From an optimization exercise on the open Yosys and OpenROAD flow, aimed at small area, a short achievable clock period and few clock cycles per item; shortcuts taken in it are not production practice. Only simulation tests tie the RTL to the original design; equivalence was not proved.

**flow/flow/run.sh**
```bash
#!/bin/bash
# The standard ORFS layout (the standard.sh: unchanged synthesis and steps)
# with two knobs the settings list does not offer:
#  - the port buffers that every input and output gets are buf_2 cells.
set -euo pipefail
bash standard.sh SETUP_SLACK_MARGIN=14.45 "BUFFER_PORTS_ARGS=-buffer_cell sky130_fd_sc_hd__buf_2" finish > standard.log 2>&1
```
**flow/standard.sh**
```bash
#!/bin/bash
# synth_recipe.tcl (not shown) runs the flow's synth.tcl, then flattens the netlist and writes it again
# the make line also repeats each setting of config.mk as NAME=value (left out here)
make -C /OpenROAD-flow-scripts/flow DESIGN_CONFIG=/design/flow/config.mk WORK_HOME=/design/flow/orfs CLKGATE_MAP_FILE= SYNTH_SCRIPT=/design/flow/synth_recipe.tcl "${@:-finish}"
```
**flow/config.mk**
```make
export PLATFORM = sky130hd
export DESIGN_NAME = RC6encryption
export DESIGN_NICKNAME = RC6encryption
export VERILOG_FILES = /design/flow/design.v
export SDC_FILE = /design/flow/constraint.sdc
export NUM_CORES = 4
export LEC_CHECK = 0
export CAP_MARGIN = 30
export CORE_MARGIN = 2
export CORE_UTILIZATION = 55
export CTS_CLUSTER_DIAMETER = 60
export CTS_CLUSTER_SIZE = 25
export SLEW_MARGIN = 30
export SYNTH_HIERARCHICAL = 1
```
**flow/constraint.sdc**
```tcl
create_clock -name core_clock -period 20.0 [get_ports {inClk}]
set_input_delay 4.0000 -clock core_clock [delete_from_list [all_inputs] [get_ports {inClk}]]
set_output_delay 4.0000 -clock core_clock [all_outputs]
set_load 0.01 [all_outputs]
```
**flow/design.v**
```verilog
module RC6dynamicRotFun(
    input   wire    [4:0]   inRotValue,
    input   wire    [31:0]  inData,
    output  wire    [31:0]  outData
    );
wire [31:0] r0 = inRotValue[0] ? {inData[30:0], inData[31]} : inData;
wire [31:0] r1 = inRotValue[1] ? {r0[29:0], r0[31:30]} : r0;
wire [31:0] r2 = inRotValue[2] ? {r1[27:0], r1[31:28]} : r1;
wire [31:0] r3 = inRotValue[3] ? {r2[23:0], r2[31:24]} : r2;
assign outData = inRotValue[4] ? {r3[15:0], r3[31:16]} : r3;
endmodule
module RC6keyExpansion #(parameter W = 32) (
    input   wire    [W-1:0]  inA,
    input   wire    [W-1:0]  inB,
    output  wire    [W-1:0]  outSum0,
    output  wire    [W-1:0]  outSum1
    );
wire [W-1:0] p = inA ^ inB;
wire [W-1:0] g0 = inA & inB;
wire [W-1:0] p0 = p;
wire [W-1:0] g1, p1, g2, p2, g3, p3, g4, p4, g5, p5;
genvar i;
generate
    for (i = 0; i < W; i = i + 1) begin : g_ks
        if (i >= 1) begin : g_l1
            assign g1[i] = g0[i] | (p0[i] & g0[i-1]);
            assign p1[i] = p0[i] & p0[i-1];
        end else begin : g_l1n
            assign g1[i] = g0[i];
            assign p1[i] = p0[i];
        end
        if (i >= 2) begin : g_l2
            assign g2[i] = g1[i] | (p1[i] & g1[i-2]);
            assign p2[i] = p1[i] & p1[i-2];
        end else begin : g_l2n
            assign g2[i] = g1[i];
            assign p2[i] = p1[i];
        end
        if (i >= 4) begin : g_l3
            assign g3[i] = g2[i] | (p2[i] & g2[i-4]);
            assign p3[i] = p2[i] & p2[i-4];
        end else begin : g_l3n
            assign g3[i] = g2[i];
            assign p3[i] = p2[i];
        end
        if (i >= 8) begin : g_l4
            assign g4[i] = g3[i] | (p3[i] & g3[i-8]);
            assign p4[i] = p3[i] & p3[i-8];
        end else begin : g_l4n
            assign g4[i] = g3[i];
            assign p4[i] = p3[i];
        end
        if (i >= 16) begin : g_l5
            assign g5[i] = g4[i] | (p4[i] & g4[i-16]);
            assign p5[i] = p4[i] & p4[i-16];
        end else begin : g_l5n
            assign g5[i] = g4[i];
            assign p5[i] = p4[i];
        end
    end
endgenerate
assign outSum0 = p ^ {g5[W-2:0], 1'b0};
assign outSum1 = p ^ {g5[W-2:0] | p5[W-2:0], 1'b1};
endmodule
module RC6keyReg #(parameter W = 29) (
    input   wire    [W-1:0]  inA,
    input   wire    [W-1:0]  inB,
    output  wire             outCarry
    );
wire [W-1:0] g0 = inA & inB;
wire [W-1:0] p0 = inA ^ inB;
wire [W-1:0] g1, p1, g2, p2, g3, p3, g4, p4, g5;
genvar i;
generate
    for (i = 0; i < W; i = i + 1) begin : g_ks
        if (i >= 1) begin : g_l1
            assign g1[i] = g0[i] | (p0[i] & g0[i-1]);
            assign p1[i] = p0[i] & p0[i-1];
        end else begin : g_l1n
            assign g1[i] = g0[i];
            assign p1[i] = p0[i];
        end
        if (i >= 2) begin : g_l2
            assign g2[i] = g1[i] | (p1[i] & g1[i-2]);
            assign p2[i] = p1[i] & p1[i-2];
        end else begin : g_l2n
            assign g2[i] = g1[i];
            assign p2[i] = p1[i];
        end
        if (i >= 4) begin : g_l3
            assign g3[i] = g2[i] | (p2[i] & g2[i-4]);
            assign p3[i] = p2[i] & p2[i-4];
        end else begin : g_l3n
            assign g3[i] = g2[i];
            assign p3[i] = p2[i];
        end
        if (i >= 8) begin : g_l4
            assign g4[i] = g3[i] | (p3[i] & g3[i-8]);
            assign p4[i] = p3[i] & p3[i-8];
        end else begin : g_l4n
            assign g4[i] = g3[i];
            assign p4[i] = p3[i];
        end
        if (i >= 16) begin : g_l5
            assign g5[i] = g4[i] | (p4[i] & g4[i-16]);
        end else begin : g_l5n
            assign g5[i] = g4[i];
        end
    end
endgenerate
assign outCarry = g5[W-1];
endmodule
module RC6control #(parameter W = 1) (
    input   wire            inSel,
    input   wire    [W-1:0] inData0,
    input   wire    [W-1:0] inData1,
    output  wire    [W-1:0] outData
    );
assign outData = inSel ? inData1 : inData0;
endmodule
module RC6round(
    input  wire [31:0] inData,
    output wire [31:0] outData
    );
wire w1 = (inData[11] & inData[12]) ^ (inData[0] & inData[24]);
wire w2 = (inData[11] & inData[12]) & (inData[0] & inData[24]);
wire w3 = (inData[13] & ~inData[12]) ^ (inData[0] & inData[25]) ^ (inData[1] & inData[24]);
wire w4 = ((inData[13] & ~inData[12]) & (inData[0] & inData[25])) | ((inData[13] & ~inData[12]) & (inData[1] & inData[24])) | ((inData[0] & inData[25]) & (inData[1] & inData[24]));
wire w5 = (inData[12] & inData[13]) ^ (inData[0] & inData[26]) ^ (inData[1] & inData[25]);
wire w6 = ((inData[12] & inData[13]) & (inData[0] & inData[26])) | ((inData[12] & inData[13]) & (inData[1] & inData[25])) | ((inData[0] & inData[26]) & (inData[1] & inData[25]));
wire w7 = (inData[2] & inData[24]) ^ (inData[3] & inData[23]);
wire w8 = (inData[2] & inData[24]) & (inData[3] & inData[23]);
wire w9 = (inData[14] & ~inData[13]) ^ (inData[0] & inData[27]) ^ (inData[1] & inData[26]);
wire w10 = ((inData[14] & ~inData[13]) & (inData[0] & inData[27])) | ((inData[14] & ~inData[13]) & (inData[1] & inData[26])) | ((inData[0] & inData[27]) & (inData[1] & inData[26]));
wire w11 = (inData[2] & inData[25]) ^ (inData[3] & inData[24]) ^ (inData[4] & inData[23]);
wire w12 = ((inData[2] & inData[25]) & (inData[3] & inData[24])) | ((inData[2] & inData[25]) & (inData[4] & inData[23])) | ((inData[3] & inData[24]) & (inData[4] & inData[23]));
wire w13 = (inData[13] & inData[14]) ^ (inData[0] & inData[28]) ^ (inData[1] & inData[27]);
wire w14 = ((inData[13] & inData[14]) & (inData[0] & inData[28])) | ((inData[13] & inData[14]) & (inData[1] & inData[27])) | ((inData[0] & inData[28]) & (inData[1] & inData[27]));
wire w15 = (inData[2] & inData[26]) ^ (inData[3] & inData[25]) ^ (inData[4] & inData[24]);
wire w16 = ((inData[2] & inData[26]) & (inData[3] & inData[25])) | ((inData[2] & inData[26]) & (inData[4] & inData[24])) | ((inData[3] & inData[25]) & (inData[4] & inData[24]));
wire w17 = (inData[5] & inData[23]) ^ (inData[6] & inData[22]);
wire w18 = (inData[5] & inData[23]) & (inData[6] & inData[22]);
wire w19 = (inData[15] & ~inData[14]) ^ (inData[0] & inData[29]) ^ (inData[1] & inData[28]);
wire w21 = (inData[2] & inData[27]) ^ (inData[3] & inData[26]) ^ (inData[4] & inData[25]);
wire w23 = (inData[5] & inData[24]) ^ (inData[6] & inData[23]) ^ (inData[7] & inData[22]);
wire w25 = (inData[7] & inData[8]) ^ (inData[0] & inData[16]);
wire w26 = (inData[7] & inData[8]) & (inData[0] & inData[16]);
wire w27 = (inData[9] & ~inData[8]) ^ (inData[0] & inData[17]) ^ (inData[1] & inData[16]);
wire w28 = ((inData[9] & ~inData[8]) & (inData[0] & inData[17])) | ((inData[9] & ~inData[8]) & (inData[1] & inData[16])) | ((inData[0] & inData[17]) & (inData[1] & inData[16]));
wire w29 = (inData[8] & inData[9]) ^ (inData[0] & inData[18]) ^ (inData[1] & inData[17]);
wire w30 = ((inData[8] & inData[9]) & (inData[0] & inData[18])) | ((inData[8] & inData[9]) & (inData[1] & inData[17])) | ((inData[0] & inData[18]) & (inData[1] & inData[17]));
wire w31 = (inData[2] & inData[16]) ^ (inData[3] & inData[15]);
wire w32 = (inData[2] & inData[16]) & (inData[3] & inData[15]);
wire w33 = (inData[10] & ~inData[9]) ^ (inData[0] & inData[19]) ^ (inData[1] & inData[18]);
wire w34 = ((inData[10] & ~inData[9]) & (inData[0] & inData[19])) | ((inData[10] & ~inData[9]) & (inData[1] & inData[18])) | ((inData[0] & inData[19]) & (inData[1] & inData[18]));
wire w35 = (inData[2] & inData[17]) ^ (inData[3] & inData[16]) ^ (inData[4] & inData[15]);
wire w36 = ((inData[2] & inData[17]) & (inData[3] & inData[16])) | ((inData[2] & inData[17]) & (inData[4] & inData[15])) | ((inData[3] & inData[16]) & (inData[4] & inData[15]));
wire w37 = (inData[9] & inData[10]) ^ (inData[0] & inData[20]) ^ (inData[1] & inData[19]);
wire w38 = ((inData[9] & inData[10]) & (inData[0] & inData[20])) | ((inData[9] & inData[10]) & (inData[1] & inData[19])) | ((inData[0] & inData[20]) & (inData[1] & inData[19]));
wire w39 = (inData[2] & inData[18]) ^ (inData[3] & inData[17]) ^ (inData[4] & inData[16]);
wire w40 = ((inData[2] & inData[18]) & (inData[3] & inData[17])) | ((inData[2] & inData[18]) & (inData[4] & inData[16])) | ((inData[3] & inData[17]) & (inData[4] & inData[16]));
wire w41 = (inData[5] & inData[15]) ^ (inData[6] & inData[14]);
wire w42 = (inData[5] & inData[15]) & (inData[6] & inData[14]);
wire w43 = (inData[11] & ~inData[10]) ^ (inData[0] & inData[21]) ^ (inData[1] & inData[20]);
wire w44 = ((inData[11] & ~inData[10]) & (inData[0] & inData[21])) | ((inData[11] & ~inData[10]) & (inData[1] & inData[20])) | ((inData[0] & inData[21]) & (inData[1] & inData[20]));
wire w45 = (inData[2] & inData[19]) ^ (inData[3] & inData[18]) ^ (inData[4] & inData[17]);
wire w46 = ((inData[2] & inData[19]) & (inData[3] & inData[18])) | ((inData[2] & inData[19]) & (inData[4] & inData[17])) | ((inData[3] & inData[18]) & (inData[4] & inData[17]));
wire w47 = (inData[5] & inData[16]) ^ (inData[6] & inData[15]) ^ (inData[7] & inData[14]);
wire w48 = ((inData[5] & inData[16]) & (inData[6] & inData[15])) | ((inData[5] & inData[16]) & (inData[7] & inData[14])) | ((inData[6] & inData[15]) & (inData[7] & inData[14]));
wire w49 = (inData[10] & inData[11]) ^ (inData[0] & inData[22]) ^ (inData[1] & inData[21]);
wire w50 = ((inData[10] & inData[11]) & (inData[0] & inData[22])) | ((inData[10] & inData[11]) & (inData[1] & inData[21])) | ((inData[0] & inData[22]) & (inData[1] & inData[21]));
wire w51 = (inData[2] & inData[20]) ^ (inData[3] & inData[19]) ^ (inData[4] & inData[18]);
wire w52 = ((inData[2] & inData[20]) & (inData[3] & inData[19])) | ((inData[2] & inData[20]) & (inData[4] & inData[18])) | ((inData[3] & inData[19]) & (inData[4] & inData[18]));
wire w53 = (inData[5] & inData[17]) ^ (inData[6] & inData[16]) ^ (inData[7] & inData[15]);
wire w54 = ((inData[5] & inData[17]) & (inData[6] & inData[16])) | ((inData[5] & inData[17]) & (inData[7] & inData[15])) | ((inData[6] & inData[16]) & (inData[7] & inData[15]));
wire w55 = (inData[8] & inData[14]) ^ (inData[9] & inData[13]);
wire w56 = (inData[8] & inData[14]) & (inData[9] & inData[13]);
wire w57 = (inData[12] & ~inData[11]) ^ (inData[0] & inData[23]) ^ (inData[1] & inData[22]);
wire w58 = ((inData[12] & ~inData[11]) & (inData[0] & inData[23])) | ((inData[12] & ~inData[11]) & (inData[1] & inData[22])) | ((inData[0] & inData[23]) & (inData[1] & inData[22]));
wire w59 = (inData[2] & inData[21]) ^ (inData[3] & inData[20]) ^ (inData[4] & inData[19]);
wire w60 = ((inData[2] & inData[21]) & (inData[3] & inData[20])) | ((inData[2] & inData[21]) & (inData[4] & inData[19])) | ((inData[3] & inData[20]) & (inData[4] & inData[19]));
wire w61 = (inData[5] & inData[18]) ^ (inData[6] & inData[17]) ^ (inData[7] & inData[16]);
wire w62 = ((inData[5] & inData[18]) & (inData[6] & inData[17])) | ((inData[5] & inData[18]) & (inData[7] & inData[16])) | ((inData[6] & inData[17]) & (inData[7] & inData[16]));
wire w63 = (inData[8] & inData[15]) ^ (inData[9] & inData[14]) ^ (inData[10] & inData[13]);
wire w64 = ((inData[8] & inData[15]) & (inData[9] & inData[14])) | ((inData[8] & inData[15]) & (inData[10] & inData[13])) | ((inData[9] & inData[14]) & (inData[10] & inData[13]));
wire w65 = (inData[1] & inData[23]) ^ (inData[2] & inData[22]) ^ (inData[3] & inData[21]);
wire w66 = ((inData[1] & inData[23]) & (inData[2] & inData[22])) | ((inData[1] & inData[23]) & (inData[3] & inData[21])) | ((inData[2] & inData[22]) & (inData[3] & inData[21]));
wire w67 = (inData[4] & inData[20]) ^ (inData[5] & inData[19]) ^ (inData[6] & inData[18]);
wire w68 = ((inData[4] & inData[20]) & (inData[5] & inData[19])) | ((inData[4] & inData[20]) & (inData[6] & inData[18])) | ((inData[5] & inData[19]) & (inData[6] & inData[18]));
wire w69 = (inData[7] & inData[17]) ^ (inData[8] & inData[16]) ^ (inData[9] & inData[15]);
wire w70 = ((inData[7] & inData[17]) & (inData[8] & inData[16])) | ((inData[7] & inData[17]) & (inData[9] & inData[15])) | ((inData[8] & inData[16]) & (inData[9] & inData[15]));
wire w71 = (inData[10] & inData[14]) ^ (inData[11] & inData[13]) ^ inData[26];
wire w72 = ((inData[10] & inData[14]) & (inData[11] & inData[13])) | ((inData[10] & inData[14]) & inData[26]) | ((inData[11] & inData[13]) & inData[26]);
wire w73 = (inData[2] & inData[23]) ^ (inData[3] & inData[22]) ^ (inData[4] & inData[21]);
wire w74 = ((inData[2] & inData[23]) & (inData[3] & inData[22])) | ((inData[2] & inData[23]) & (inData[4] & inData[21])) | ((inData[3] & inData[22]) & (inData[4] & inData[21]));
wire w75 = (inData[5] & inData[20]) ^ (inData[6] & inData[19]) ^ (inData[7] & inData[18]);
wire w76 = ((inData[5] & inData[20]) & (inData[6] & inData[19])) | ((inData[5] & inData[20]) & (inData[7] & inData[18])) | ((inData[6] & inData[19]) & (inData[7] & inData[18]));
wire w77 = (inData[8] & inData[17]) ^ (inData[9] & inData[16]) ^ (inData[10] & inData[15]);
wire w78 = ((inData[8] & inData[17]) & (inData[9] & inData[16])) | ((inData[8] & inData[17]) & (inData[10] & inData[15])) | ((inData[9] & inData[16]) & (inData[10] & inData[15]));
wire w79 = (inData[11] & inData[14]) ^ inData[27] ^ w3;
wire w80 = ((inData[11] & inData[14]) & inData[27]) | ((inData[11] & inData[14]) & w3) | (inData[27] & w3);
wire w81 = (inData[4] & inData[22]) ^ (inData[5] & inData[21]) ^ (inData[6] & inData[20]);
wire w82 = ((inData[4] & inData[22]) & (inData[5] & inData[21])) | ((inData[4] & inData[22]) & (inData[6] & inData[20])) | ((inData[5] & inData[21]) & (inData[6] & inData[20]));
wire w83 = (inData[7] & inData[19]) ^ (inData[8] & inData[18]) ^ (inData[9] & inData[17]);
wire w84 = ((inData[7] & inData[19]) & (inData[8] & inData[18])) | ((inData[7] & inData[19]) & (inData[9] & inData[17])) | ((inData[8] & inData[18]) & (inData[9] & inData[17]));
wire w85 = (inData[10] & inData[16]) ^ (inData[11] & inData[15]) ^ (inData[12] & inData[14]);
wire w86 = ((inData[10] & inData[16]) & (inData[11] & inData[15])) | ((inData[10] & inData[16]) & (inData[12] & inData[14])) | ((inData[11] & inData[15]) & (inData[12] & inData[14]));
wire w87 = inData[28] ^ w5 ^ w7;
wire w88 = (inData[28] & w5) | (inData[28] & w7) | (w5 & w7);
wire w89 = (inData[5] & inData[22]) ^ (inData[6] & inData[21]) ^ (inData[7] & inData[20]);
wire w90 = ((inData[5] & inData[22]) & (inData[6] & inData[21])) | ((inData[5] & inData[22]) & (inData[7] & inData[20])) | ((inData[6] & inData[21]) & (inData[7] & inData[20]));
wire w91 = (inData[8] & inData[19]) ^ (inData[9] & inData[18]) ^ (inData[10] & inData[17]);
wire w92 = ((inData[8] & inData[19]) & (inData[9] & inData[18])) | ((inData[8] & inData[19]) & (inData[10] & inData[17])) | ((inData[9] & inData[18]) & (inData[10] & inData[17]));
wire w93 = (inData[11] & inData[16]) ^ (inData[12] & inData[15]) ^ inData[29];
wire w94 = ((inData[11] & inData[16]) & (inData[12] & inData[15])) | ((inData[11] & inData[16]) & inData[29]) | ((inData[12] & inData[15]) & inData[29]);
wire w95 = w9 ^ w11 ^ w6;
wire w96 = (w9 & w11) | (w9 & w6) | (w11 & w6);
wire w97 = (inData[7] & inData[21]) ^ (inData[8] & inData[20]) ^ (inData[9] & inData[19]);
wire w98 = ((inData[7] & inData[21]) & (inData[8] & inData[20])) | ((inData[7] & inData[21]) & (inData[9] & inData[19])) | ((inData[8] & inData[20]) & (inData[9] & inData[19]));
wire w99 = (inData[10] & inData[18]) ^ (inData[11] & inData[17]) ^ (inData[12] & inData[16]);
wire w100 = ((inData[10] & inData[18]) & (inData[11] & inData[17])) | ((inData[10] & inData[18]) & (inData[12] & inData[16])) | ((inData[11] & inData[17]) & (inData[12] & inData[16]));
wire w101 = (inData[13] & inData[15]) ^ inData[30] ^ w13;
wire w102 = ((inData[13] & inData[15]) & inData[30]) | ((inData[13] & inData[15]) & w13) | (inData[30] & w13);
wire w103 = w15 ^ w17 ^ w10;
wire w104 = (w15 & w17) | (w15 & w10) | (w17 & w10);
wire w105 = (inData[8] & inData[21]) ^ (inData[9] & inData[20]) ^ (inData[10] & inData[19]);
wire w107 = (inData[11] & inData[18]) ^ (inData[12] & inData[17]) ^ (inData[13] & inData[16]);
wire w109 = inData[31] ^ w19 ^ w21;
wire w111 = w23 ^ w14 ^ w16;
wire w113 = (inData[4] & inData[5]) ^ (inData[0] & inData[10]);
wire w114 = (inData[4] & inData[5]) & (inData[0] & inData[10]);
wire w115 = (inData[6] & ~inData[5]) ^ (inData[0] & inData[11]) ^ (inData[1] & inData[10]);
wire w116 = ((inData[6] & ~inData[5]) & (inData[0] & inData[11])) | ((inData[6] & ~inData[5]) & (inData[1] & inData[10])) | ((inData[0] & inData[11]) & (inData[1] & inData[10]));
wire w117 = (inData[5] & inData[6]) ^ (inData[0] & inData[12]) ^ (inData[1] & inData[11]);
wire w118 = ((inData[5] & inData[6]) & (inData[0] & inData[12])) | ((inData[5] & inData[6]) & (inData[1] & inData[11])) | ((inData[0] & inData[12]) & (inData[1] & inData[11]));
wire w119 = (inData[2] & inData[10]) ^ (inData[3] & inData[9]);
wire w120 = (inData[2] & inData[10]) & (inData[3] & inData[9]);
wire w121 = (inData[7] & ~inData[6]) ^ (inData[0] & inData[13]) ^ (inData[1] & inData[12]);
wire w122 = ((inData[7] & ~inData[6]) & (inData[0] & inData[13])) | ((inData[7] & ~inData[6]) & (inData[1] & inData[12])) | ((inData[0] & inData[13]) & (inData[1] & inData[12]));
wire w123 = (inData[2] & inData[11]) ^ (inData[3] & inData[10]) ^ (inData[4] & inData[9]);
wire w124 = ((inData[2] & inData[11]) & (inData[3] & inData[10])) | ((inData[2] & inData[11]) & (inData[4] & inData[9])) | ((inData[3] & inData[10]) & (inData[4] & inData[9]));
wire w125 = (inData[6] & inData[7]) ^ (inData[0] & inData[14]) ^ (inData[1] & inData[13]);
wire w126 = ((inData[6] & inData[7]) & (inData[0] & inData[14])) | ((inData[6] & inData[7]) & (inData[1] & inData[13])) | ((inData[0] & inData[14]) & (inData[1] & inData[13]));
wire w127 = (inData[2] & inData[12]) ^ (inData[3] & inData[11]) ^ (inData[4] & inData[10]);
wire w128 = ((inData[2] & inData[12]) & (inData[3] & inData[11])) | ((inData[2] & inData[12]) & (inData[4] & inData[10])) | ((inData[3] & inData[11]) & (inData[4] & inData[10]));
wire w129 = (inData[5] & inData[9]) ^ (inData[6] & inData[8]);
wire w130 = (inData[5] & inData[9]) & (inData[6] & inData[8]);
wire w131 = (inData[8] & ~inData[7]) ^ (inData[0] & inData[15]) ^ (inData[1] & inData[14]);
wire w132 = ((inData[8] & ~inData[7]) & (inData[0] & inData[15])) | ((inData[8] & ~inData[7]) & (inData[1] & inData[14])) | ((inData[0] & inData[15]) & (inData[1] & inData[14]));
wire w133 = (inData[2] & inData[13]) ^ (inData[3] & inData[12]) ^ (inData[4] & inData[11]);
wire w134 = ((inData[2] & inData[13]) & (inData[3] & inData[12])) | ((inData[2] & inData[13]) & (inData[4] & inData[11])) | ((inData[3] & inData[12]) & (inData[4] & inData[11]));
wire w135 = (inData[5] & inData[10]) ^ (inData[6] & inData[9]) ^ inData[17];
wire w136 = ((inData[5] & inData[10]) & (inData[6] & inData[9])) | ((inData[5] & inData[10]) & inData[17]) | ((inData[6] & inData[9]) & inData[17]);
wire w137 = (inData[1] & inData[15]) ^ (inData[2] & inData[14]) ^ (inData[3] & inData[13]);
wire w138 = ((inData[1] & inData[15]) & (inData[2] & inData[14])) | ((inData[1] & inData[15]) & (inData[3] & inData[13])) | ((inData[2] & inData[14]) & (inData[3] & inData[13]));
wire w139 = (inData[4] & inData[12]) ^ (inData[5] & inData[11]) ^ (inData[6] & inData[10]);
wire w140 = ((inData[4] & inData[12]) & (inData[5] & inData[11])) | ((inData[4] & inData[12]) & (inData[6] & inData[10])) | ((inData[5] & inData[11]) & (inData[6] & inData[10]));
wire w141 = (inData[7] & inData[9]) ^ inData[18] ^ w25;
wire w142 = ((inData[7] & inData[9]) & inData[18]) | ((inData[7] & inData[9]) & w25) | (inData[18] & w25);
wire w143 = (inData[2] & inData[15]) ^ (inData[3] & inData[14]) ^ (inData[4] & inData[13]);
wire w144 = ((inData[2] & inData[15]) & (inData[3] & inData[14])) | ((inData[2] & inData[15]) & (inData[4] & inData[13])) | ((inData[3] & inData[14]) & (inData[4] & inData[13]));
wire w145 = (inData[5] & inData[12]) ^ (inData[6] & inData[11]) ^ (inData[7] & inData[10]);
wire w146 = ((inData[5] & inData[12]) & (inData[6] & inData[11])) | ((inData[5] & inData[12]) & (inData[7] & inData[10])) | ((inData[6] & inData[11]) & (inData[7] & inData[10]));
wire w147 = inData[19] ^ w27 ^ w26;
wire w148 = (inData[19] & w27) | (inData[19] & w26) | (w27 & w26);
wire w149 = (inData[4] & inData[14]) ^ (inData[5] & inData[13]) ^ (inData[6] & inData[12]);
wire w150 = ((inData[4] & inData[14]) & (inData[5] & inData[13])) | ((inData[4] & inData[14]) & (inData[6] & inData[12])) | ((inData[5] & inData[13]) & (inData[6] & inData[12]));
wire w151 = (inData[7] & inData[11]) ^ (inData[8] & inData[10]) ^ inData[20];
wire w152 = ((inData[7] & inData[11]) & (inData[8] & inData[10])) | ((inData[7] & inData[11]) & inData[20]) | ((inData[8] & inData[10]) & inData[20]);
wire w153 = w29 ^ w31 ^ w28;
wire w154 = (w29 & w31) | (w29 & w28) | (w31 & w28);
wire w155 = (inData[5] & inData[14]) ^ (inData[6] & inData[13]) ^ (inData[7] & inData[12]);
wire w156 = ((inData[5] & inData[14]) & (inData[6] & inData[13])) | ((inData[5] & inData[14]) & (inData[7] & inData[12])) | ((inData[6] & inData[13]) & (inData[7] & inData[12]));
wire w157 = (inData[8] & inData[11]) ^ inData[21] ^ w33;
wire w158 = ((inData[8] & inData[11]) & inData[21]) | ((inData[8] & inData[11]) & w33) | (inData[21] & w33);
wire w159 = w35 ^ w30 ^ w32;
wire w160 = (w35 & w30) | (w35 & w32) | (w30 & w32);
wire w161 = (inData[7] & inData[13]) ^ (inData[8] & inData[12]) ^ (inData[9] & inData[11]);
wire w162 = ((inData[7] & inData[13]) & (inData[8] & inData[12])) | ((inData[7] & inData[13]) & (inData[9] & inData[11])) | ((inData[8] & inData[12]) & (inData[9] & inData[11]));
wire w163 = inData[22] ^ w37 ^ w39;
wire w164 = (inData[22] & w37) | (inData[22] & w39) | (w37 & w39);
wire w165 = w41 ^ w34 ^ w36;
wire w166 = (w41 & w34) | (w41 & w36) | (w34 & w36);
wire w167 = (inData[8] & inData[13]) ^ (inData[9] & inData[12]) ^ inData[23];
wire w168 = ((inData[8] & inData[13]) & (inData[9] & inData[12])) | ((inData[8] & inData[13]) & inData[23]) | ((inData[9] & inData[12]) & inData[23]);
wire w169 = w43 ^ w45 ^ w47;
wire w170 = (w43 & w45) | (w43 & w47) | (w45 & w47);
wire w171 = w38 ^ w40 ^ w42;
wire w172 = (w38 & w40) | (w38 & w42) | (w40 & w42);
wire w173 = (inData[10] & inData[12]) ^ inData[24] ^ w49;
wire w174 = ((inData[10] & inData[12]) & inData[24]) | ((inData[10] & inData[12]) & w49) | (inData[24] & w49);
wire w175 = w51 ^ w53 ^ w55;
wire w176 = (w51 & w53) | (w51 & w55) | (w53 & w55);
wire w177 = w44 ^ w46 ^ w48;
wire w178 = (w44 & w46) | (w44 & w48) | (w46 & w48);
wire w179 = inData[25] ^ w57 ^ w59;
wire w180 = (inData[25] & w57) | (inData[25] & w59) | (w57 & w59);
wire w181 = w61 ^ w63 ^ w50;
wire w182 = (w61 & w63) | (w61 & w50) | (w63 & w50);
wire w183 = w52 ^ w54 ^ w56;
wire w184 = (w52 & w54) | (w52 & w56) | (w54 & w56);
wire w185 = w1 ^ w65 ^ w67;
wire w186 = (w1 & w65) | (w1 & w67) | (w65 & w67);
wire w187 = w69 ^ w71 ^ w58;
wire w188 = (w69 & w71) | (w69 & w58) | (w71 & w58);
wire w189 = w60 ^ w62 ^ w64;
wire w190 = (w60 & w62) | (w60 & w64) | (w62 & w64);
wire w191 = w2 ^ w73 ^ w75;
wire w192 = (w2 & w73) | (w2 & w75) | (w73 & w75);
wire w193 = w77 ^ w79 ^ w66;
wire w194 = (w77 & w79) | (w77 & w66) | (w79 & w66);
wire w195 = w68 ^ w70 ^ w72;
wire w196 = (w68 & w70) | (w68 & w72) | (w70 & w72);
wire w197 = w4 ^ w81 ^ w83;
wire w198 = (w4 & w81) | (w4 & w83) | (w81 & w83);
wire w199 = w85 ^ w87 ^ w74;
wire w200 = (w85 & w87) | (w85 & w74) | (w87 & w74);
wire w201 = w76 ^ w78 ^ w80;
wire w202 = (w76 & w78) | (w76 & w80) | (w78 & w80);
wire w203 = w8 ^ w89 ^ w91;
wire w204 = (w8 & w89) | (w8 & w91) | (w89 & w91);
wire w205 = w93 ^ w95 ^ w82;
wire w206 = (w93 & w95) | (w93 & w82) | (w95 & w82);
wire w207 = w84 ^ w86 ^ w88;
wire w208 = (w84 & w86) | (w84 & w88) | (w86 & w88);
wire w209 = w12 ^ w97 ^ w99;
wire w210 = (w12 & w97) | (w12 & w99) | (w97 & w99);
wire w211 = w101 ^ w103 ^ w90;
wire w212 = (w101 & w103) | (w101 & w90) | (w103 & w90);
wire w213 = w92 ^ w94 ^ w96;
wire w214 = (w92 & w94) | (w92 & w96) | (w94 & w96);
wire w215 = w18 ^ w105 ^ w107;
wire w217 = w109 ^ w111 ^ w98;
wire w219 = w100 ^ w102 ^ w104;
wire w221 = (inData[2] & inData[3]) ^ (inData[0] & inData[6]);
wire w222 = (inData[2] & inData[3]) & (inData[0] & inData[6]);
wire w223 = (inData[4] & ~inData[3]) ^ (inData[0] & inData[7]) ^ (inData[1] & inData[6]);
wire w224 = ((inData[4] & ~inData[3]) & (inData[0] & inData[7])) | ((inData[4] & ~inData[3]) & (inData[1] & inData[6])) | ((inData[0] & inData[7]) & (inData[1] & inData[6]));
wire w225 = (inData[3] & inData[4]) ^ (inData[0] & inData[8]) ^ (inData[1] & inData[7]);
wire w226 = ((inData[3] & inData[4]) & (inData[0] & inData[8])) | ((inData[3] & inData[4]) & (inData[1] & inData[7])) | ((inData[0] & inData[8]) & (inData[1] & inData[7]));
wire w227 = (inData[2] & inData[6]) ^ (inData[3] & inData[5]);
wire w228 = (inData[2] & inData[6]) & (inData[3] & inData[5]);
wire w229 = (inData[5] & ~inData[4]) ^ (inData[0] & inData[9]) ^ (inData[1] & inData[8]);
wire w230 = ((inData[5] & ~inData[4]) & (inData[0] & inData[9])) | ((inData[5] & ~inData[4]) & (inData[1] & inData[8])) | ((inData[0] & inData[9]) & (inData[1] & inData[8]));
wire w231 = (inData[2] & inData[7]) ^ (inData[3] & inData[6]) ^ inData[11];
wire w232 = ((inData[2] & inData[7]) & (inData[3] & inData[6])) | ((inData[2] & inData[7]) & inData[11]) | ((inData[3] & inData[6]) & inData[11]);
wire w233 = (inData[1] & inData[9]) ^ (inData[2] & inData[8]) ^ (inData[3] & inData[7]);
wire w234 = ((inData[1] & inData[9]) & (inData[2] & inData[8])) | ((inData[1] & inData[9]) & (inData[3] & inData[7])) | ((inData[2] & inData[8]) & (inData[3] & inData[7]));
wire w235 = (inData[4] & inData[6]) ^ inData[12] ^ w113;
wire w236 = ((inData[4] & inData[6]) & inData[12]) | ((inData[4] & inData[6]) & w113) | (inData[12] & w113);
wire w237 = (inData[2] & inData[9]) ^ (inData[3] & inData[8]) ^ (inData[4] & inData[7]);
wire w238 = ((inData[2] & inData[9]) & (inData[3] & inData[8])) | ((inData[2] & inData[9]) & (inData[4] & inData[7])) | ((inData[3] & inData[8]) & (inData[4] & inData[7]));
wire w239 = inData[13] ^ w115 ^ w114;
wire w240 = (inData[13] & w115) | (inData[13] & w114) | (w115 & w114);
wire w241 = (inData[4] & inData[8]) ^ (inData[5] & inData[7]) ^ inData[14];
wire w242 = ((inData[4] & inData[8]) & (inData[5] & inData[7])) | ((inData[4] & inData[8]) & inData[14]) | ((inData[5] & inData[7]) & inData[14]);
wire w243 = w117 ^ w119 ^ w116;
wire w244 = (w117 & w119) | (w117 & w116) | (w119 & w116);
wire w245 = (inData[5] & inData[8]) ^ inData[15] ^ w121;
wire w246 = ((inData[5] & inData[8]) & inData[15]) | ((inData[5] & inData[8]) & w121) | (inData[15] & w121);
wire w247 = w123 ^ w118 ^ w120;
wire w248 = (w123 & w118) | (w123 & w120) | (w118 & w120);
wire w249 = inData[16] ^ w125 ^ w127;
wire w250 = (inData[16] & w125) | (inData[16] & w127) | (w125 & w127);
wire w251 = w129 ^ w122 ^ w124;
wire w252 = (w129 & w122) | (w129 & w124) | (w122 & w124);
wire w253 = w131 ^ w133 ^ w135;
wire w254 = (w131 & w133) | (w131 & w135) | (w133 & w135);
wire w255 = w126 ^ w128 ^ w130;
wire w256 = (w126 & w128) | (w126 & w130) | (w128 & w130);
wire w257 = w137 ^ w139 ^ w141;
wire w258 = (w137 & w139) | (w137 & w141) | (w139 & w141);
wire w259 = w132 ^ w134 ^ w136;
wire w260 = (w132 & w134) | (w132 & w136) | (w134 & w136);
wire w261 = w143 ^ w145 ^ w147;
wire w262 = (w143 & w145) | (w143 & w147) | (w145 & w147);
wire w263 = w138 ^ w140 ^ w142;
wire w264 = (w138 & w140) | (w138 & w142) | (w140 & w142);
wire w265 = w149 ^ w151 ^ w153;
wire w266 = (w149 & w151) | (w149 & w153) | (w151 & w153);
wire w267 = w144 ^ w146 ^ w148;
wire w268 = (w144 & w146) | (w144 & w148) | (w146 & w148);
wire w269 = w155 ^ w157 ^ w159;
wire w270 = (w155 & w157) | (w155 & w159) | (w157 & w159);
wire w271 = w150 ^ w152 ^ w154;
wire w272 = (w150 & w152) | (w150 & w154) | (w152 & w154);
wire w273 = w161 ^ w163 ^ w165;
wire w274 = (w161 & w163) | (w161 & w165) | (w163 & w165);
wire w275 = w156 ^ w158 ^ w160;
wire w276 = (w156 & w158) | (w156 & w160) | (w158 & w160);
wire w277 = w167 ^ w169 ^ w171;
wire w278 = (w167 & w169) | (w167 & w171) | (w169 & w171);
wire w279 = w162 ^ w164 ^ w166;
wire w280 = (w162 & w164) | (w162 & w166) | (w164 & w166);
wire w281 = w173 ^ w175 ^ w177;
wire w282 = (w173 & w175) | (w173 & w177) | (w175 & w177);
wire w283 = w168 ^ w170 ^ w172;
wire w284 = (w168 & w170) | (w168 & w172) | (w170 & w172);
wire w285 = w179 ^ w181 ^ w183;
wire w286 = (w179 & w181) | (w179 & w183) | (w181 & w183);
wire w287 = w174 ^ w176 ^ w178;
wire w288 = (w174 & w176) | (w174 & w178) | (w176 & w178);
wire w289 = w185 ^ w187 ^ w189;
wire w290 = (w185 & w187) | (w185 & w189) | (w187 & w189);
wire w291 = w180 ^ w182 ^ w184;
wire w292 = (w180 & w182) | (w180 & w184) | (w182 & w184);
wire w293 = w191 ^ w193 ^ w195;
wire w294 = (w191 & w193) | (w191 & w195) | (w193 & w195);
wire w295 = w186 ^ w188 ^ w190;
wire w296 = (w186 & w188) | (w186 & w190) | (w188 & w190);
wire w297 = w197 ^ w199 ^ w201;
wire w298 = (w197 & w199) | (w197 & w201) | (w199 & w201);
wire w299 = w192 ^ w194 ^ w196;
wire w300 = (w192 & w194) | (w192 & w196) | (w194 & w196);
wire w301 = w203 ^ w205 ^ w207;
wire w302 = (w203 & w205) | (w203 & w207) | (w205 & w207);
wire w303 = w198 ^ w200 ^ w202;
wire w304 = (w198 & w200) | (w198 & w202) | (w200 & w202);
wire w305 = w209 ^ w211 ^ w213;
wire w306 = (w209 & w211) | (w209 & w213) | (w211 & w213);
wire w307 = w204 ^ w206 ^ w208;
wire w308 = (w204 & w206) | (w204 & w208) | (w206 & w208);
wire w309 = w215 ^ w217 ^ w219;
wire w311 = w210 ^ w212 ^ w214;
wire w313 = (inData[1] & inData[2]) ^ (inData[0] & inData[4]);
wire w314 = (inData[1] & inData[2]) & (inData[0] & inData[4]);
wire w315 = (inData[3] & ~inData[2]) ^ (inData[0] & inData[5]) ^ (inData[1] & inData[4]);
wire w316 = ((inData[3] & ~inData[2]) & (inData[0] & inData[5])) | ((inData[3] & ~inData[2]) & (inData[1] & inData[4])) | ((inData[0] & inData[5]) & (inData[1] & inData[4]));
wire w317 = (inData[1] & inData[5]) ^ (inData[2] & inData[4]) ^ inData[8];
wire w318 = ((inData[1] & inData[5]) & (inData[2] & inData[4])) | ((inData[1] & inData[5]) & inData[8]) | ((inData[2] & inData[4]) & inData[8]);
wire w319 = (inData[2] & inData[5]) ^ inData[9] ^ w223;
wire w320 = ((inData[2] & inData[5]) & inData[9]) | ((inData[2] & inData[5]) & w223) | (inData[9] & w223);
wire w321 = inData[10] ^ w225 ^ w227;
wire w322 = (inData[10] & w225) | (inData[10] & w227) | (w225 & w227);
wire w323 = w229 ^ w231 ^ w226;
wire w324 = (w229 & w231) | (w229 & w226) | (w231 & w226);
wire w325 = w233 ^ w235 ^ w230;
wire w326 = (w233 & w235) | (w233 & w230) | (w235 & w230);
wire w327 = w237 ^ w239 ^ w234;
wire w328 = (w237 & w239) | (w237 & w234) | (w239 & w234);
wire w329 = w241 ^ w243 ^ w238;
wire w330 = (w241 & w243) | (w241 & w238) | (w243 & w238);
wire w331 = w245 ^ w247 ^ w242;
wire w332 = (w245 & w247) | (w245 & w242) | (w247 & w242);
wire w333 = w249 ^ w251 ^ w246;
wire w334 = (w249 & w251) | (w249 & w246) | (w251 & w246);
wire w335 = w253 ^ w255 ^ w250;
wire w336 = (w253 & w255) | (w253 & w250) | (w255 & w250);
wire w337 = w257 ^ w259 ^ w254;
wire w338 = (w257 & w259) | (w257 & w254) | (w259 & w254);
wire w339 = w261 ^ w263 ^ w258;
wire w340 = (w261 & w263) | (w261 & w258) | (w263 & w258);
wire w341 = w265 ^ w267 ^ w262;
wire w342 = (w265 & w267) | (w265 & w262) | (w267 & w262);
wire w343 = w269 ^ w271 ^ w266;
wire w344 = (w269 & w271) | (w269 & w266) | (w271 & w266);
wire w345 = w273 ^ w275 ^ w270;
wire w346 = (w273 & w275) | (w273 & w270) | (w275 & w270);
wire w347 = w277 ^ w279 ^ w274;
wire w348 = (w277 & w279) | (w277 & w274) | (w279 & w274);
wire w349 = w281 ^ w283 ^ w278;
wire w350 = (w281 & w283) | (w281 & w278) | (w283 & w278);
wire w351 = w285 ^ w287 ^ w282;
wire w352 = (w285 & w287) | (w285 & w282) | (w287 & w282);
wire w353 = w289 ^ w291 ^ w286;
wire w354 = (w289 & w291) | (w289 & w286) | (w291 & w286);
wire w355 = w293 ^ w295 ^ w290;
wire w356 = (w293 & w295) | (w293 & w290) | (w295 & w290);
wire w357 = w297 ^ w299 ^ w294;
wire w358 = (w297 & w299) | (w297 & w294) | (w299 & w294);
wire w359 = w301 ^ w303 ^ w298;
wire w360 = (w301 & w303) | (w301 & w298) | (w303 & w298);
wire w361 = w305 ^ w307 ^ w302;
wire w362 = (w305 & w307) | (w305 & w302) | (w307 & w302);
wire w363 = w309 ^ w311 ^ w306;
wire w365 = (inData[0] & inData[1]) ^ (inData[0] & inData[2]);
wire w366 = (inData[0] & inData[1]) & (inData[0] & inData[2]);
wire w367 = (inData[2] & ~inData[1]) ^ (inData[0] & inData[3]) ^ inData[5];
wire w368 = ((inData[2] & ~inData[1]) & (inData[0] & inData[3])) | ((inData[2] & ~inData[1]) & inData[5]) | ((inData[0] & inData[3]) & inData[5]);
wire w369 = (inData[1] & inData[3]) ^ inData[6] ^ w313;
wire w370 = ((inData[1] & inData[3]) & inData[6]) | ((inData[1] & inData[3]) & w313) | (inData[6] & w313);
wire w371 = inData[7] ^ w315 ^ w314;
wire w372 = (inData[7] & w315) | (inData[7] & w314) | (w315 & w314);
wire w373 = w221 ^ w317 ^ w316;
wire w374 = (w221 & w317) | (w221 & w316) | (w317 & w316);
wire w375 = w222 ^ w319 ^ w318;
wire w376 = (w222 & w319) | (w222 & w318) | (w319 & w318);
wire w377 = w224 ^ w321 ^ w320;
wire w378 = (w224 & w321) | (w224 & w320) | (w321 & w320);
wire w379 = w228 ^ w323 ^ w322;
wire w380 = (w228 & w323) | (w228 & w322) | (w323 & w322);
wire w381 = w232 ^ w325 ^ w324;
wire w382 = (w232 & w325) | (w232 & w324) | (w325 & w324);
wire w383 = w236 ^ w327 ^ w326;
wire w384 = (w236 & w327) | (w236 & w326) | (w327 & w326);
wire w385 = w240 ^ w329 ^ w328;
wire w386 = (w240 & w329) | (w240 & w328) | (w329 & w328);
wire w387 = w244 ^ w331 ^ w330;
wire w388 = (w244 & w331) | (w244 & w330) | (w331 & w330);
wire w389 = w248 ^ w333 ^ w332;
wire w390 = (w248 & w333) | (w248 & w332) | (w333 & w332);
wire w391 = w252 ^ w335 ^ w334;
wire w392 = (w252 & w335) | (w252 & w334) | (w335 & w334);
wire w393 = w256 ^ w337 ^ w336;
wire w394 = (w256 & w337) | (w256 & w336) | (w337 & w336);
wire w395 = w260 ^ w339 ^ w338;
wire w396 = (w260 & w339) | (w260 & w338) | (w339 & w338);
wire w397 = w264 ^ w341 ^ w340;
wire w398 = (w264 & w341) | (w264 & w340) | (w341 & w340);
wire w399 = w268 ^ w343 ^ w342;
wire w400 = (w268 & w343) | (w268 & w342) | (w343 & w342);
wire w401 = w272 ^ w345 ^ w344;
wire w402 = (w272 & w345) | (w272 & w344) | (w345 & w344);
wire w403 = w276 ^ w347 ^ w346;
wire w404 = (w276 & w347) | (w276 & w346) | (w347 & w346);
wire w405 = w280 ^ w349 ^ w348;
wire w406 = (w280 & w349) | (w280 & w348) | (w349 & w348);
wire w407 = w284 ^ w351 ^ w350;
wire w408 = (w284 & w351) | (w284 & w350) | (w351 & w350);
wire w409 = w288 ^ w353 ^ w352;
wire w410 = (w288 & w353) | (w288 & w352) | (w353 & w352);
wire w411 = w292 ^ w355 ^ w354;
wire w412 = (w292 & w355) | (w292 & w354) | (w355 & w354);
wire w413 = w296 ^ w357 ^ w356;
wire w414 = (w296 & w357) | (w296 & w356) | (w357 & w356);
wire w415 = w300 ^ w359 ^ w358;
wire w416 = (w300 & w359) | (w300 & w358) | (w359 & w358);
wire w417 = w304 ^ w361 ^ w360;
wire w418 = (w304 & w361) | (w304 & w360) | (w361 & w360);
wire w419 = w308 ^ w363 ^ w362;
wire [31:0] ra = {w419 , w417 , w415 , w413 , w411 , w409 , w407 , w405 , w403 , w401 , w399 , w397 , w395 , w393 , w391 , w389 , w387 , w385 , w383 , w381 , w379 , w377 , w375 , w373 , w371 , w369 , w367 , inData[4] , (inData[1] & ~inData[0]) , inData[2] , inData[0] , inData[0]};
wire [31:0] rb = {w418 , w416 , w414 , w412 , w410 , w408 , w406 , w404 , w402 , w400 , w398 , w396 , w394 , w392 , w390 , w388 , w386 , w384 , w382 , w380 , w378 , w376 , w374 , w372 , w370 , w368 , w366 , w365 , inData[3] , 1'b0 , inData[1] , 1'b0};
wire [31:0] sum = ra + rb;
assign outData = {sum[26:0], sum[31:27]};
endmodule
module RC6encryption(
	input		wire			  	inClk,
	input		wire				inReset,
	input		wire				inKeyWr,
	input		wire				inDataWr,
	input 	wire 	[127:0] 	inData,
	input		wire	[255:0] 	inKey,
	output 	wire 	[127:0] 	outData,
	output	wire				outBusy
	);
localparam [31:0] P32 = 32'hB7E15163;
localparam [31:0] Q32 = 32'h9E3779B9;
function [31:0] bswap(input [31:0] x);
	bswap = {x[7:0], x[15:8], x[23:16], x[31:24]};
endfunction
function [31:0] rotl3(input [31:0] x);
	rotl3 = {x[28:0], x[31:29]};
endfunction
reg			busy;
reg	[7:0]	cnt;
reg			pass1n;		 
reg			loadD;		 
reg			stepY;		 
reg			pre;		 
reg			post;		 
reg			noTU;		 
reg			zS;			 
wire		last = (cnt == 8'd131);
wire	[7:0]	cntn = cnt + 8'd1;
wire		run = busy && !inReset && !last;	 
always @(posedge inClk) begin
	if (inReset)
		busy <= 1'b0;
	else if (!busy)
		busy <= inKeyWr & inDataWr;
	else if (last)
		busy <= 1'b0;
	cnt		<= run ? cntn : 8'd0;
	pass1n	<= run ? (cntn < 8'd43) : 1'b1;
	loadD	<= run && (cntn == 8'd1);
	stepY	<= run && (((cntn >= 8'd90) && !cntn[0]) || (cntn == 8'd131));
	pre		<= run && (cntn == 8'd90);
	post	<= run && (cntn == 8'd131);
	noTU	<= run && ((cntn == 8'd90) || (cntn == 8'd131));
	zS		<= run && ((cntn == 8'd88) || (cntn == 8'd129));
end
assign outBusy = busy;
reg	[31:0]	d0, d1, d2, d3;	 
reg	[31:0]	sr [0:42];	 
reg	[31:0]	lr [0:7];	 
reg	[31:0]	pc;			 
reg	[31:0]	SA;			 
reg	[31:0]	Br;			 
wire	[31:0]	x = SA;
wire	[31:0]	y = Br;
wire	[31:0]	L = lr[0];
wire	[28:0]	lo = x[28:0] + y[28:0];
wire			c29;
RC6keyReg #(.W(29)) _c29(.inA(x[28:0]), .inB(y[28:0]), .outCarry(c29));
wire	[2:0]		hi0 = x[31:29] + y[31:29];
wire	[2:0]		hi1 = hi0 + 3'd1;
wire	[3:0]		w = {1'b0, L[2:0]} + {1'b0, y[2:0]};
wire	[3:0]		wl0 = {1'b0, w[2:0]} + {1'b0, hi0};
wire	[3:0]		wl1 = {1'b0, w[2:0]} + {1'b0, hi1};
wire	[3:0]		wl;
RC6control #(.W(4)) _mwl(.inSel(c29), .inData0(wl0), .inData1(wl1), .outData(wl));
wire	[28:0]	b1 = L[31:3], b2 = y[31:3], b3 = x[28:0], b4 = y[28:0];
wire	[28:0]	bh = b1 ^ b2 ^ b3;
wire	[28:0]	bk = {((b1[27:0] & b2[27:0]) | (b1[27:0] & b3[27:0]) | (b2[27:0] & b3[27:0])), w[3]};
wire	[28:0]	bu = bh ^ bk ^ b4;
wire	[28:0]	bv = {((bh[27:0] & bk[27:0]) | (bh[27:0] & b4[27:0]) | (bk[27:0] & b4[27:0])), 1'b0};
wire	[28:0]	bs0, bs1;
RC6keyExpansion #(.W(29)) _addB(.inA(bu), .inB(bv), .outSum0(bs0), .outSum1(bs1));
wire	[28:0]	bs;
RC6control #(.W(29)) _mbs(.inSel(wl[3]), .inData0(bs0), .inData1(bs1), .outData(bs));
wire	[31:0]	s2 = {bs, wl[2:0]};
wire	[4:0]		rk0 = {lo[1:0], hi0} + y[4:0];
wire	[4:0]		rk1 = {lo[1:0], hi1} + y[4:0];
wire	[4:0]		rk;
RC6control #(.W(5)) _mrk(.inSel(c29), .inData0(rk0), .inData1(rk1), .outData(rk));
wire	[31:0]	Bn;
RC6dynamicRotFun _rotB(.inRotValue(rk), .inData(s2), .outData(Bn));
wire	[31:0]	Snext = pass1n ? pc : (post ? d2 : sr[0]);
wire	[3:0]		ql0 = {1'b0, Snext[2:0]} + {1'b0, hi0};
wire	[3:0]		ql1 = {1'b0, Snext[2:0]} + {1'b0, hi1};
wire	[3:0]		ql;
RC6control #(.W(4)) _mql(.inSel(c29), .inData0(ql0), .inData1(ql1), .outData(ql));
wire	[28:0]	q1 = Snext[31:3], q2 = x[28:0], q3 = y[28:0];
wire	[28:0]	qh = q1 ^ q2 ^ q3;
wire	[28:0]	qk = {((q1[27:0] & q2[27:0]) | (q1[27:0] & q3[27:0]) | (q2[27:0] & q3[27:0])), 1'b0};
wire	[28:0]	qs0, qs1;
RC6keyExpansion #(.W(29)) _addA(.inA(qh), .inB(qk), .outSum0(qs0), .outSum1(qs1));
wire	[28:0]	qs;
RC6control #(.W(29)) _mqs(.inSel(ql[3]), .inData0(qs0), .inData1(qs1), .outData(qs));
wire	[31:0]	SAn = {qs, ql[2:0]};
wire	[31:0]	An = {lo[28:0], c29 ? hi1 : hi0};
integer n;
always @(posedge inClk) begin
	for (n = 0; n < 42; n = n + 1)
		sr[n] <= sr[n + 1];
	sr[42] <= busy ? An : inData[127:96];
	if (!busy) begin
		sr[41] <= inData[95:64];
		sr[40] <= inData[63:32];
		sr[39] <= inData[31:0];
	end
	for (n = 0; n < 7; n = n + 1)
		lr[n] <= busy ? lr[n + 1] : bswap(inKey[255 - 32 * n -: 32]);
	lr[7] <= busy ? Bn : bswap(inKey[31:0]);
	pc <= busy ? pc + Q32 : P32 + Q32;
	SA <= busy ? SAn : P32;
	Br <= busy ? Bn : 32'd0;
end
reg	[31:0]	d1s, d3s;			 
reg	[31:0]	T, U;
wire	[31:0]	ft, fu;
RC6round _fB(.inData(d1s), .outData(ft));
RC6round _fD(.inData(d3s), .outData(fu));
wire	[31:0]	K0 = noTU ? sr[42] : sr[41];
wire	[31:0]	K2 = pre ? sr[41] : sr[42];
wire	[31:0]	r0, r2;
RC6dynamicRotFun _rot0(.inRotValue(U[4:0]), .inData(d0 ^ T), .outData(r0));
RC6dynamicRotFun _rot2(.inRotValue(T[4:0]), .inData(d2 ^ U), .outData(r2));
wire	[31:0]	a0 = r0 + K0;
wire	[31:0]	a2 = r2 + K2;
always @(posedge inClk) begin
	T <= ft;
	U <= fu;
	d1s <= zS ? 32'd0 : a2;
	d3s <= zS ? 32'd0 : a0;
	if (loadD) begin
		d0 <= sr[38];
		d1 <= sr[41];
		d2 <= sr[40];
		d3 <= sr[39];
	end else if (stepY) begin
		d0 <= d1;
		d1 <= post ? SAn : a2;
		d2 <= d3;
		d3 <= a0;
	end
end
assign outData = {bswap(d3), bswap(d0), bswap(d1), bswap(d2)};
endmodule
```
==> summary.txt, run 1 <==
- Number of synthesized flops with an enable pin: 128
- Setup CP Type: reg2out
- RSZ-0062 raised after global routing: true
- Non-filler cells, final: 9746
- Syn Inst Count: 7147
- Hold Path Depth: 0
- Placed cell count: 9444
- DP Worst Slack: 13980 ps
- Area growth from synthesis to layout: 11.3%
- Hold Crit Class: reg2reg
- Netlist cell types: 104
- Gpl congestion: 1.00
- Die X-Extent: 400 um
- Clock Latency Late Sink: 820 ps
- Final number of hold-violating endpoints: 0
- Clock buffer depth: 3
- Starting Density: 55.3%
- CP Data Required Time: 16000 ps
- Hold_buf cts: 0
- CTS tree: yes
- Top delay family on crit path: flip-flops
- CP max stage cell: edfxtp_1
- Top Layer Used: met5
- Row count: 145
- Die Ht: 400 um
- Worst Hold Slack: 310 ps
- CP Buf/Inv Count: 1
- Num CTS Buffers: 132
- Worst R2R Path Depth: 14
- Hold Path Origin: sr[7][6]
- Core Region: 156000 um2
- Htree depth: 4
- Worst path arrival time: 1620 ps
- Met3 WL: 29300 um
- Total track usage: 34.1%
- Ys Warns: 9
- Leading area contributor after synthesis: dfxtp_1
- Status: no timing/DRC/antenna violations
- Post-route minimum period: 5620 ps
- R2r endpoint: d1[20]
- 1st-iter DRT viols: 5753
- Worst-margin pin slew: 1080 ps
- Post-DR vias/cell: 5.81
- Final Instance Area: 95900 um2
- Most used DFF post-synth: dfxtp_1
- Critical-path cell list: buf_2
- Metal-1 WL: 121000 um
- Vias in the first global route: 54893
- Post-DP HPWL: 213000 um
- Final WS setup: 14380 ps
- Synthesized area: 86200 um2
- Clock sink total: 2000
- Post-synthesis sequential area ratio: 47.9%
- Final #Nets: 8733
- Max frequency: 178 MHz
- DR DRC count: 0
- Die area: 160000 um2
- TNS Setup: 0 ps
- Share of layout cells above drive strength 1: 24.5%
- Mapped Avg Cell Area: 12.1 um2
- Post-route core utilization: 61.6%
- Met2 wire len: 114000 um
- Top-count cell post-synth: dfxtp_1
- Slew HR: 27.5%
- Critical Path End Type: output pin
- Top-area cell type share of the netlist area: 43.5%
- Ys async rst share: 0%
- Root buffer cell: clkbuf_16
- DR WL/cell: 28.1 um
- Setup violations, final: 0
- IO Port Bufs: 516
- Largest cells by area after synthesis: dfxtp_1, fa_1, mux2_2
- Final Max Slew Viols: 0
- DP Area: 90200 um2
- Critical Path Source: d1[17]
- First-pass GRT wire length: 390000 um
- Post-synth top cells: dfxtp_1, mux2_2, nand2_1, fa_1, inv_1
- Vias post-DR: 56582
- Post-route ant nets: 0
- Routed wire length: 274000 um
- Largest net degree at the start of global routing: 172
- DRT Pass-1 Iters: 6
- CTS clock-pin slew for the worst setup and hold paths: 90 ps
- IO Pins: 517
- Global route total overflow: 0
- Worst flop-to-flop path startpoint: d2[14]
- Hold EP: sr[6][6]
- Initial antenna violation count: 34
- Max Cap Viol: 0
- Register bit total from synthesis: 2000
- Period utilization: 28.1%
- R2r setup slk: 14450 ps
- Startpoint types: flip-flop
- Clk_skew: 53.7 ps
- Worst Path Max Fanout: 2
- Max incr delay on CP: 600 ps
cell usage in the layout, fill, tap and decap left out, drive strengths merged, types with 53 or more instances in the layout:
master	count
dfxtp	1872
mux2	640
buf	639
nand2	515
inv	494
fa	461
ha	296
a21oi	274
and2	255
o21ai	254
nor2	234
xnor2	209
mux4	192
xor2	188
clkbuf	141
a21o	138
edfxtp	128
nand3	64
nand4	55
nor3	53
Yosys stat by module, one instance, submodules excluded, excerpt:
module | area (um2) | cells inside | times used
RC6round | 7670 | 909 | 2
RC6encryption | 58800 | 4166 | 1
RC6dynamicRotFun | 1950 | 116 | 3
registers in the layout, summed over array words and instances (netlist names), 32 cells and up:
register,cells
d0,32
lr,256
d2,32
d3s,32
sr,1376
Br,32
d1,32
d3,32
pc,32
d1s,32
SA,32
T,32
U,32
worst max path at each step:
stage | end | slack [ps] | cells past startpoint
floorplan | T[0] | 14760 | 17
detailed placement | lr[7][27] | 13980 | 13
global placement | lr[7][4] | 14100 | 13
finish | outData[41] | 14380 | 1
global route | U[4] | 14390 | 18
CTS | outData[41] | 14390 | 1
per-layer routing:
| metal | GRT usage, % | vias up |
|---|---|---|
| met2 | 48.0 | 2663 |
| met3 | 9.89 | 428 |
| met5 | 0 | - |
| li1 | - | 25121 |
| met1 | 50.0 | 28354 |
| met4 | 11.4 | 16 |
timing repair:
action                                  CTS  global route
buffers inserted                         61             7
hold endpoints to repair                  0             0
resized for setup                        81           111
endpoints found under the setup margin  127           114
pin swaps                                 1             5
cell families (layout without fill, tap and decap cells):
logic type / Yosys count / in the layout / synth area share, %
DFF: 2000 / 2000 / 47.9
and+or+nand+nor: 1360 / 1360 / 7.67
AOI/OAI and AO/OA: 955 / 955 / 7.32
muxes: 884 / 884 / 14.1
buffers and inverters: 793 / 1312 / 3.91
adders and majority gates: 757 / 757 / 15.0
xor gates and xnor gates: 397 / 397 / 4.03
other: 1 / 23 / 0.00435
layout make-up:
cell class / instances / area (um2)
Fill cell: 12365 / 59900
Clock buffer: 141 / 3370
Tap cell: 2058 / 2570
Inverter: 458 / 1730
Multi-Input combinational cell: 4357 / 41800
Antenna cell: 19 / 47.5
Clock inverter: 74 / 1200
Timing Repair Buffer: 639 / 3770
Sequential cell: 2000 / 41500
Testbench counts, summed over its fixed seeds: cycles 42,560, items 320.
==> run 2, diff against run 1 <==
--- a/flow/design.v
+++ b/flow/design.v
@@ -555,5 +555,4 @@
 reg	[7:0]	cnt;
 reg			pass1n;		 
-reg			loadD;		 
 reg			stepY;		 
 reg			pre;		 
@@ -564,4 +563,5 @@
 wire	[7:0]	cntn = cnt + 8'd1;
 wire		run = busy && !inReset && !last;	 
+wire		start = !busy && inKeyWr && inDataWr && !inReset;
 always @(posedge inClk) begin
 	if (inReset)
@@ -573,5 +573,4 @@
 	cnt		<= run ? cntn : 8'd0;
 	pass1n	<= run ? (cntn < 8'd43) : 1'b1;
-	loadD	<= run && (cntn == 8'd1);
 	stepY	<= run && (((cntn >= 8'd90) && !cntn[0]) || (cntn == 8'd131));
 	pre		<= run && (cntn == 8'd90);
@@ -634,10 +633,5 @@
 	for (n = 0; n < 42; n = n + 1)
 		sr[n] <= sr[n + 1];
-	sr[42] <= busy ? An : inData[127:96];
-	if (!busy) begin
-		sr[41] <= inData[95:64];
-		sr[40] <= inData[63:32];
-		sr[39] <= inData[31:0];
-	end
+	sr[42] <= An;
 	for (n = 0; n < 7; n = n + 1)
 		lr[n] <= busy ? lr[n + 1] : bswap(inKey[255 - 32 * n -: 32]);
@@ -664,9 +658,9 @@
 	d1s <= zS ? 32'd0 : a2;
 	d3s <= zS ? 32'd0 : a0;
-	if (loadD) begin
-		d0 <= sr[38];
-		d1 <= sr[41];
-		d2 <= sr[40];
-		d3 <= sr[39];
+	if (start) begin
+		d0 <= inData[31:0];
+		d1 <= inData[127:96];
+		d2 <= inData[95:64];
+		d3 <= inData[63:32];
 	end else if (stepY) begin
 		d0 <= d1;
--- a/flow/config.mk
+++ b/flow/config.mk
@@ -13,2 +13,3 @@
 export SLEW_MARGIN = 30
 export SYNTH_HIERARCHICAL = 1
+export TNS_END_PERCENT = 30
==> summary.txt, run 2 <==
- Status: no timing/DRC/antenna violations
- TNS Setup: 0 ps
- Vias post-DR: 52834
- Leading cell type in the layout, fill and taps excluded: dfxtp_1
- Ys Warns: 9
- IO Pins: 517
- Most used DFF post-synth: dfxtp_1
- Share of layout cells above drive strength 1: 21.9%
- Post-route ant nets: 0
- Die Ht: 395 um
- Area growth from synthesis to layout: 10.8%
- Row count: 143
- CP Data Required Time: 16000 ps
- DRT Pass-1 Iters: 6
- Startpoint types: flip-flop
- Max Cap Viol: 0
- CP Buf/Inv Count: 1
- Max reg flops: 1376
- Final number of hold-violating endpoints: 0
- Hold Path Depth: 0
- Largest net degree at the start of global routing: 100
- Post-synthesis sequential area ratio: 49.1%
- Critical Path End Type: output pin
- Number of synthesized flops with an enable pin: 128
- Regs by FF count: sr (1376), lr (256)
- Core Region: 152000 um2
- Synthesized area: 84200 um2
- Clock buffer depth: 3
- Worst-margin pin slew: 979 ps
- Netlist cell types: 104
- Max frequency: 176 MHz
- CP max stage cell: edfxtp_1
- Top-area cell type share of the netlist area: 44.5%
- Initial antenna violation count: 18
- Clock Latency Late Sink: 820 ps
- Setup CP Type: reg2out
- DR DRC count: 0
- Clk_skew: 115 ps
- CTS clock-pin slew for the worst setup and hold paths: 90 ps
- Vias in the first global route: 52538
- Worst Path Max Fanout: 3
- Final Max Slew Viols: 0
- First-pass GRT wire length: 334000 um
- Period utilization: 28.4%
- Max incr delay on CP: 640 ps
- Syn Inst Count: 7025
- RSZ-0062 raised after global routing: true
- CTS tree: yes
- Top delay family on crit path: flip-flops
- Clock sink total: 1999
- Post-route minimum period: 5690 ps
- Mapped Avg Cell Area: 12.0 um2
- Hold Crit Class: reg2reg
- Critical-path cell list: buf_2
- Gpl congestion: 0.956
- Worst path arrival time: 1690 ps
- Total track usage: 28.5%
- Num CTS Buffers: 120
- Final #Nets: 8588
- IO Port Bufs: 516
- Post-synth top cells: dfxtp_1, nand2_1, mux2_2, fa_1, inv_1
- 1st-iter DRT viols: 4058
- Global route total overflow: 0
- Setup violations, final: 0
- Post-DP HPWL: 171000 um
- Register bit total from synthesis: 1999
- Die X-Extent: 395 um
- Top-count cell post-synth: dfxtp_1
- Critical path depth in cells: 1
- Worst R2R Path Depth: 16
- Ys async rst share: 0%
- Largest cells by area after synthesis: dfxtp_1, fa_1, mux2_2
- Top reg by flops: sr
- Final Instance Area: 93300 um2
- Leading area contributor after synthesis: dfxtp_1
- DR WL/cell: 23.5 um
- Slew HR: 34.7%
- Commonest non-fill, non-tap cells in the layout: dfxtp_1, nand2_1, buf_2
- Die area: 156000 um2
- Routed wire length: 225000 um
- Post-DR vias/cell: 5.54
- DP Area: 88300 um2
- Htree depth: 3
- Root buffer cell: clkbuf_16
- Starting Density: 55.4%
## run 2: changes by cell type after synthesis, moves of 13 or more
cell / delta
a21o_1: -30
clkbuf_1: -13
mux2_2: -151
nand2_1: +146
nand2b_1: +13
nand4_1: -14
nor2_1: +14
## run 2: Yosys stat by module, one instance, submodules excluded, a selection
module            flops+latches  cells inside
RC6dynamicRotFun              0           116
RC6encryption              1999          4114
RC6round                      0           874
## run 2: per-stage QoR
stage                     cells  setup WS (ps)  utilization [%]  hold WS (ps)
final                      9544          14310             61.4           244
after global placement     9311          13430             58.1           310
after CTS                  9517          14230             61.0           228
after floorplan            7028          14330                -           310
after detailed placement   9311          13420             58.1           312
after global routing       9541          14310             61.4           243
## run 2: kinds of logic (layout without fill, tap and decap cells)
logic type / Yosys count / in the layout / synth area share, %
mux: 723 / 723 / 12.3
simple gates: 1494 / 1495 / 8.40
other cells: 1 / 8 / 0.00445
buf+inv: 757 / 1238 / 3.75
flops: 1999 / 1999 / 49.1
compound gates: 883 / 883 / 6.85
fa+ha+maj: 757 / 757 / 15.4
xor+xnor: 411 / 411 / 4.28
## run 2: final timing paths
kind                            startpoint          end  slack (ps)
worst max-delay path                 d2[7]  outData[31]       14310
worst min-delay path            sr[40][19]   sr[39][19]         240
worst max register to register      d3s[0]        U[29]       14520
worst min register to register  sr[40][19]   sr[39][19]         240
## run 2: area by class of cell
cell class              count  area, um2
clock buffers             128       3080
fillers                 12370      58600
repair buffers            603       3530
diodes                      4       10.0
inverters                 446       1690
flip-flops and latches   1999      41400
multi-input cells        4273      40000
clock inverters            61       1040
well taps                2030       2540
## run 2: metal layers
| metal | global-route usage [%] | vias to the layer above | routed length (um) |
|---|---|---|---|
| li1 | - | 24337 | - |
| met1 | 39.3 | 26151 | 96700 |
| met2 | 45.9 | 1970 | 103000 |
| met3 | 4.93 | 364 | 15900 |
| met4 | 9.20 | 12 | 8500 |
| met5 | 0 | - | 78 |
## run 2: timing repair
| item | in CTS | in global routing |
|---|---|---|
| buffers inserted | 16 | 20 |
| resized for setup | 38 | 113 |
| gates cloned | 1 | 3 |
| endpoints found under the setup margin | 207 | 128 |
| hold buffers | 0 | 0 |
| pin swaps | 1 | 4 |
Testbench counts of run 2, summed over its fixed seeds: cycles 42,560, items 320.

## re-timing with driven ports
In the flow no input, the clock included, has a driving cell. The finished layouts below were timed again as built, in two steps. Step 1: set_driving_cell puts a clkbuf_16 on inClk and a buf_2 on each other input, an assumption about the parent block. Step 2 times the ports against the registers' clock, not the clock port: input delays grow and output delays shrink by t, the midpoint of the rising clock arrivals with the driver on. a / b / c = ideal / step 1 / step 2; a / b = the first two.
run | t (ns) | setup WS [ns] | hold slack, ns | latest minus earliest clock arrival (ns) | slew at the worst register clock pin (ns)
run 1 | 0.887 | 14.380 / 14.290 / 14.453 | 0.310 / 0.310 / 0.310 | 0.062 / 0.062 | 0.10 / 0.10
run 2 | 0.840 | 14.314 / 14.232 / 13.739 | 0.244 / 0.244 / 0.244 | 0.132 / 0.132 | 0.10 / 0.10
After both steps every run listed still meets setup and hold. For run 2, which loses most, drivers alone change the setup slack by -0.082 ns; drivers and shift together by -0.575 ns.
